Background: an optimization exercise with open tools, aiming at small area. Do not read the settings as production practice.
In this exercise RTL edits were held to simulation tests only and were not proved equivalent to the original.
No driver is modelled on the clock port, so clocking that relies on it looks cheaper here than on a real chip.
Power is estimated from default activity; no workload was simulated.

==> job 8907: inputs <==
==> flow/design.v (excerpt) <==
module Kitchen_Timer(
	input [5:0] num,
	input un_start, un_pause, un_reset, un_get_min, un_get_sec,
	input fast, up, clk,
	input rst,
	output led,
	output [3:0] AN,
	output [6:0] disp,
	output HS, VS,
	output [2:0] R, G,
	output [1:0] B
);
wire clock, clock_rise;
wire [7:0] tb;    
wire tb_wrap;
wire reset, start, pause, get_min, get_sec;
wire [13:0] big_bin;  
wire [3:0] small_bin;
clock_delay cd0 (clk, rst, fast, clock, clock_rise);
k_clock_delay cd1 (clk, rst, tb, tb_wrap);
debouncer s  (clk, rst, un_start, start);
debouncer p  (clk, rst, un_pause, pause);
debouncer r  (clk, rst, un_reset, reset);
debouncer gm (clk, rst, un_get_min, get_min);
debouncer gs (clk, rst, un_get_sec, get_sec);
debugger d (clk, rst, clock, clock_rise, up, reset, pause, start, get_min, get_sec, num, led, big_bin);
alternate alt (clk, rst, tb_wrap, big_bin, small_bin, AN);
bin_to_seg bts (small_bin, disp);
VGA_display vdisplay (rst, reset, clk, tb[1:0] == 2'b01, R[0], HS, VS, big_bin);
assign R[2:1] = 2'b00;
assign G = 3'b000;
assign B = 2'b00;
endmodule
==> module clock_delay, before the edit <==
module clock_delay(
    input clk, rst, fast,
    output reg clock,
    output clock_rise
);
reg [9:0] count;
reg clock_q;
wire low = ~|count[8:0];
wire fb = count[9] ^ count[6] ^ low;
wire hit = fast ? (count == 10'b1000001001) : (count == 10'b1111010110);
always @(posedge clk) begin
	clock_q <= clock;  
	if (rst) begin
		count <= 0;
		clock <= 0;
	end else begin
		if (hit) begin
			clock <= ~clock;
			count <= 10'd1;
		end else
			count <= {count[8:0], fb};
	end
end
assign clock_rise = clock & ~clock_q;
endmodule
==> module alternate, before the edit <==
module alternate(
    input clk, rst,
    input step,
    input [13:0] big_bin,
    output reg [3:0] small_bin,
    output [3:0] AN
);
reg [1:0] cnt;
reg on;
wire d0 = ~cnt[1] & ~cnt[0], d1 = ~cnt[1] & cnt[0], d2 = cnt[1] & ~cnt[0], d3 = cnt[1] & cnt[0];
wire [3:0] dig = ({4{d0}} & big_bin[3:0]) | ({4{d1}} & {1'b0, big_bin[6:4]}) |
                 ({4{d2}} & big_bin[10:7]) | ({4{d3}} & {1'b0, big_bin[13:11]});
always @(posedge clk) begin
	cnt[0] <= ~rst & (cnt[0] ^ step);
	cnt[1] <= ~rst & (cnt[1] ^ (cnt[0] & step));
	on <= ~rst & (on | step);
	small_bin <= {4{~rst}} & (step ? dig : small_bin);
end
assign AN[0] = on & ~d1;
assign AN[1] = on & ~d2;
assign AN[2] = on & ~d3;
assign AN[3] = on & ~d0;
endmodule
Settings: LEC_CHECK=0, CAP_MARGIN=20, CORE_MARGIN=2, CORE_UTILIZATION=80, PLACE_DENSITY=0.92, SLEW_MARGIN=20; clock period 10.0 ns.
standard.sh (not shown) runs the stock make flow with config.mk's settings and CLKGATE_MAP_FILE= SYNTH_SCRIPT=/design/flow/synth_recipe.tcl, a recipe that flattens the netlist after the stock synthesis.
==> flow/flow/run.sh <==
#!/bin/bash
# The standard layout (standard.sh) with these changes:
#  - synthesis: synth_recipe.tcl unchanged except that its abc call uses flow/area.abc,
#    an area-oriented script (deepsyn, then area-recovering mapping), instead of ORFS's
#    speed script; the flip-flops and their names come from the same earlier passes;
#  - after floorplan, combinational cells go to their smallest size (flow/downsize.tcl);
#  - port buffers are buf_1;
#  - the clock tree uses clkbuf_4 and no dummy loads; after CTS, leaf buffers whose
#    flip-flops would see a clock slew near the limit become clkbuf_8 (flow/clk_upsize.tcl).
set -euo pipefail
here=$(pwd)
sed "1a proc abc {args} { set i [lsearch \$args -script]; if {\$i >= 0} { lset args [expr {\$i + 1}] $here/flow/area.abc }; yosys abc {*}\$args }" \
  synth_recipe.tcl > area_synth.tcl
bash standard.sh \
  SYNTH_SCRIPT="$here/area_synth.tcl" \
  POST_FLOORPLAN_TCL="$here/flow/downsize.tcl" \
  BUFFER_PORTS_ARGS="-buffer_cell sky130_fd_sc_hd__buf_1" \
  CTS_ARGS="-sink_clustering_enable -repair_clock_nets -dont_use_dummy_load -buf_list sky130_fd_sc_hd__clkbuf_4" \
  POST_CTS_TCL="$here/flow/clk_upsize.tcl" \
  finish > flow.log 2>&1
==> flow/flow/area.abc <==
strash
&get -n
&st
&deepsyn -T 60
&st
&dch
&nf -a -R 1000
&st
&dch
&nf -a -R 1000
&put
==> flow/flow/clk_upsize.tcl <==
set limit 0.105
estimate_parasitics -placement
set changed 0
foreach inst [[ord::get_db_block] getInsts] {
  if {[[$inst getMaster] getName] ne "sky130_fd_sc_hd__clkbuf_4"} { continue }
  set worst 0
  foreach iterm [$inst getITerms] {
    if {![$iterm isOutputSignal]} { continue }
    set net [$iterm getNet]
    if {$net eq "NULL"} { continue }
    foreach load [$net getITerms] {
      if {[$load isOutputSignal]} { continue }
      set pin [get_pins -quiet "[[$load getInst] getName]/[[$load getMTerm] getName]"]
      if {$pin eq ""} { continue }
      set s [get_property $pin slew_max]
      if {$s > $worst} { set worst $s }
    }
  }
  if {$worst > $limit} {
    $inst swapMaster [[ord::get_db] findMaster sky130_fd_sc_hd__clkbuf_8]
    incr changed
  }
}
puts "clk_upsize: $changed clock buffers now clkbuf_8"
if {$changed > 0} {
  detailed_placement
  check_placement -verbose
  estimate_parasitics -placement
}
==> flow/flow/downsize.tcl <==
# Swap every combinational cell that synthesis sized up for the smallest cell of the
# same family (same function and pins); timing has ample slack at this clock period,
# and the later repair steps fix any slew or capacitance limit this breaks.
set n_swapped 0
foreach inst [[ord::get_db_block] getInsts] {
  set name [[$inst getMaster] getName]
  if {![regexp {^(sky130_fd_sc_hd__[a-z0-9]+)_([0-9]+)$} $name -> base size]} { continue }
  if {[regexp {__(df|edf|sdf|dl|tap|fill|decap|conb|diode)} $base]} { continue }
  set best $name
  set best_area [get_property [get_lib_cells $name] area]
  foreach lc [get_lib_cells ${base}_*] {
    set ln [get_name $lc]
    if {![regexp "^${base}_\[0-9\]+\$" $ln]} { continue }
    set a [get_property $lc area]
    if {$a < $best_area} { set best $ln; set best_area $a }
  }
  if {$best ne $name} {
    $inst swapMaster [[ord::get_db] findMaster $best]
    incr n_swapped
  }
}
puts "downsize: swapped $n_swapped cells to their smallest size"
==> inputs of job 6595, as changes to job 8907 <==
--- a/flow/design.v
+++ b/flow/design.v
@@ -167,17 +167,17 @@
 wire e2 = e1 & s1_w;
 wire e3 = e2 & m0_w;
 wire ld_m = get_min & ~strt & ~busy;
 wire ld_s = get_sec & ~get_min & ~strt & ~busy;
 always @(posedge clk) begin
 	prev <= {m1, m0, s1, s0};
 	if (rst) begin
 		m1 <= 0; m0 <= 0; s1 <= 0; s0 <= 0;
-		move <= 1; led <= 0; strt <= 0;
+		move <= 1; led <= 0; tick <= 1; strt <= 0;
 		big_bin <= 0;
 	end else begin
 		if (clock_rise) big_bin <= prev;
 		if (clr) begin
 			m1 <= 0; m0 <= 0; s1 <= 0; s0 <= 0;
 		end else begin
 			if (ld_s) begin s1 <= n1; s0 <= n0; end
 			else begin
@@ -190,19 +190,19 @@
 				if (e3) m1 <= step5(m1, up);
 			end
 		end
 		if (reset) begin
 			move <= 1; strt <= 0; led <= 0;
 		end else if (start) strt <= 1;
 		else if (pause) move <= ~move;
 		else if (count) led <= ~up & zero;
+		if (!clock) tick <= 1;
+		else if (count) tick <= 0;
 	end
-	if (!clock) tick <= 1;
-	else if (count) tick <= 0;
 end
 endmodule
 `timescale 1ns / 1ps
 module debouncer(
     input clk,
     input rst,
     input PB,
     output PB_up
@@ -238,21 +238,22 @@
     output clock_rise
 );
 reg [9:0] count;
 reg clock_q;
 wire low = ~|count[8:0];
 wire fb = count[9] ^ count[6] ^ low;
 wire hit = fast ? (count == 10'b1000001001) : (count == 10'b1111010110);
 always @(posedge clk) begin
-	clock_q <= clock;  
 	if (rst) begin
 		count <= 0;
 		clock <= 0;
+		clock_q <= 0;
 	end else begin
+		clock_q <= clock;
 		if (hit) begin
 			clock <= ~clock;
 			count <= 10'd1;
 		end else
 			count <= {count[8:0], fb};
 	end
 end
 assign clock_rise = clock & ~clock_q;
@@ -262,24 +263,28 @@
     input clk, rst,
     input step,
     input [13:0] big_bin,
     output reg [3:0] small_bin,
     output [3:0] AN
 );
 reg [1:0] cnt;
 reg on;
-wire d0 = ~cnt[1] & ~cnt[0], d1 = ~cnt[1] & cnt[0], d2 = cnt[1] & ~cnt[0], d3 = cnt[1] & cnt[0];
-wire [3:0] dig = ({4{d0}} & big_bin[3:0]) | ({4{d1}} & {1'b0, big_bin[6:4]}) |
-                 ({4{d2}} & big_bin[10:7]) | ({4{d3}} & {1'b0, big_bin[13:11]});
+wire d0 = cnt == 2'd0, d1 = cnt == 2'd1, d2 = cnt == 2'd2, d3 = cnt == 2'd3;
 always @(posedge clk) begin
-	cnt[0] <= ~rst & (cnt[0] ^ step);
-	cnt[1] <= ~rst & (cnt[1] ^ (cnt[0] & step));
-	on <= ~rst & (on | step);
-	small_bin <= {4{~rst}} & (step ? dig : small_bin);
+	if (rst) begin
+		cnt <= 0;
+		on <= 0;
+		small_bin <= 0;
+	end else if (step) begin
+		cnt <= cnt + 1'b1;
+		on <= 1;
+		small_bin <= ({4{d0}} & big_bin[3:0]) | ({4{d1}} & {1'b0, big_bin[6:4]}) |
+		             ({4{d2}} & big_bin[10:7]) | ({4{d3}} & {1'b0, big_bin[13:11]});
+	end
 end
 assign AN[0] = on & ~d1;
 assign AN[1] = on & ~d2;
 assign AN[2] = on & ~d3;
 assign AN[3] = on & ~d0;
 endmodule
 `timescale 1ns / 1ps
 module Kitchen_Timer(
==> flow/flow/run.sh (replaced) <==
#!/bin/bash
# Standard layout (standard.sh: the ORFS flow with the standard synthesis), with
# smaller port buffers, combinational cells at their smallest size after floorplan,
# and a clock tree of clkbuf_8 without dummy loads.
set -euo pipefail
here=$(pwd)
bash standard.sh \
  POST_FLOORPLAN_TCL="$here/flow/downsize.tcl" \
  BUFFER_PORTS_ARGS="-buffer_cell sky130_fd_sc_hd__buf_1" \
  CTS_ARGS="-sink_clustering_enable -repair_clock_nets -dont_use_dummy_load -buf_list sky130_fd_sc_hd__clkbuf_8" \
  finish > flow.log 2>&1
--- a/flow/flow/downsize.tcl
+++ b/flow/flow/downsize.tcl
@@ -10,13 +10,13 @@
   set best_area [get_property [get_lib_cells $name] area]
   foreach lc [get_lib_cells ${base}_*] {
     set ln [get_name $lc]
     if {![regexp "^${base}_\[0-9\]+\$" $ln]} { continue }
     set a [get_property $lc area]
     if {$a < $best_area} { set best $ln; set best_area $a }
   }
   if {$best ne $name} {
-    $inst swapMaster [[ord::get_db] findMaster $best]
+    replace_cell $inst [get_lib_cells $best]
     incr n_swapped
   }
 }
 puts "downsize: swapped $n_swapped cells to their smallest size"
- CORE_UTILIZATION: 80 -> 40
- PLACE_DENSITY: 0.92 -> 0.6
removed: flow/flow/area.abc
removed: flow/flow/clk_upsize.tcl
==> inputs of job 4991, as changes to job 8907 <==
--- a/flow/design.v
+++ b/flow/design.v
@@ -235,51 +235,53 @@
 module clock_delay(
     input clk, rst, fast,
     output reg clock,
     output clock_rise
 );
 reg [9:0] count;
 reg clock_q;
 wire low = ~|count[8:0];
-wire fb = count[9] ^ count[6] ^ low;
-wire hit = fast ? (count == 10'b1000001001) : (count == 10'b1111010110);
+wire fb = count[9] ^ count[2] ^ low;
+wire hit = (count[9:4] == 6'b011010) & (count[2:0] == 3'b000) & (count[3] == fast);
 always @(posedge clk) begin
 	clock_q <= clock;  
 	if (rst) begin
-		count <= 0;
+		count <= 10'b0000100110;
 		clock <= 0;
-	end else begin
-		if (hit) begin
-			clock <= ~clock;
-			count <= 10'd1;
-		end else
-			count <= {count[8:0], fb};
-	end
+	end else if (hit) begin
+		clock <= ~clock;
+		count <= 10'b0001001101;
+	end else
+		count <= {count[8:0], fb};
 end
 assign clock_rise = clock & ~clock_q;
 endmodule
 `timescale 1ns / 1ps
 module alternate(
     input clk, rst,
     input step,
     input [13:0] big_bin,
     output reg [3:0] small_bin,
     output [3:0] AN
 );
 reg [1:0] cnt;
 reg on;
-wire d0 = ~cnt[1] & ~cnt[0], d1 = ~cnt[1] & cnt[0], d2 = cnt[1] & ~cnt[0], d3 = cnt[1] & cnt[0];
-wire [3:0] dig = ({4{d0}} & big_bin[3:0]) | ({4{d1}} & {1'b0, big_bin[6:4]}) |
-                 ({4{d2}} & big_bin[10:7]) | ({4{d3}} & {1'b0, big_bin[13:11]});
+wire d0 = cnt == 2'd0, d1 = cnt == 2'd1, d2 = cnt == 2'd2, d3 = cnt == 2'd3;
 always @(posedge clk) begin
-	cnt[0] <= ~rst & (cnt[0] ^ step);
-	cnt[1] <= ~rst & (cnt[1] ^ (cnt[0] & step));
-	on <= ~rst & (on | step);
-	small_bin <= {4{~rst}} & (step ? dig : small_bin);
+	if (rst) begin
+		cnt <= 0;
+		on <= 0;
+		small_bin <= 0;
+	end else if (step) begin
+		cnt <= cnt + 1'b1;
+		on <= 1;
+		small_bin <= ({4{d0}} & big_bin[3:0]) | ({4{d1}} & {1'b0, big_bin[6:4]}) |
+		             ({4{d2}} & big_bin[10:7]) | ({4{d3}} & {1'b0, big_bin[13:11]});
+	end
 end
 assign AN[0] = on & ~d1;
 assign AN[1] = on & ~d2;
 assign AN[2] = on & ~d3;
 assign AN[3] = on & ~d0;
 endmodule
 `timescale 1ns / 1ps
 module Kitchen_Timer(
==> flow/flow/area.abc (replaced) <==
strash
&get -n
&st
&deepsyn -T 180
&st
&dch
&nf -a -R 1000
&st
&dch
&nf -a -R 1000
&put
- CORE_UTILIZATION: 80 -> 70
- PLACE_DENSITY: 0.92 -> 0.85
==> notes <==
Job 6595 stopped in floorplan (2_1_floorplan). Job 8907 passed the timing, design-rule and antenna checks. Job 4991 went through all stages and came out clean. Wire length: job 4991 is smaller than job 8907 (about 12%). Clock-buffer cell count is the same in job 8907 and job 4991. In sequential power, job 4991 and job 8907 hardly differ. Between job 4991 and job 8907, the lower fmax is in job 8907 (gap about 22%, measured against job 8907).

## what the ideal ports hide
In the flow no input, the clock included, has a driving cell. The finished layouts below were timed again as built, in two steps.
Step 1 sets driving cells, clkbuf_16 on the clock port and buf_2 on the other inputs (assumed; they add their load-dependent delay and slew).
Step 2 moves the port delays by t, midway between the first and last clock arrival at a register: inputs arrive t later, outputs are due t later. That takes back most of the time a late clock gives input paths.
Slacks: ideal / step 1 / step 2; pairs: ideal / step 1.
| run | shift t [ns] | slack for setup (ns) | worst register clock-pin slew, ns | pins driven straight from the clock port |
|---|---|---|---|---|
| job 8907 | 0.454 | 5.013 / 5.023 / 4.569 | 0.10 / 0.10 | 1 |
| job 4991 | 0.441 | 5.929 / 5.932 / 5.491 | 0.10 / 0.10 | 1 |
After both steps setup and hold are still met in every run listed. For job 8907, which loses most, drivers alone change the setup slack by +0.010 ns; drivers and shift together by -0.444 ns.
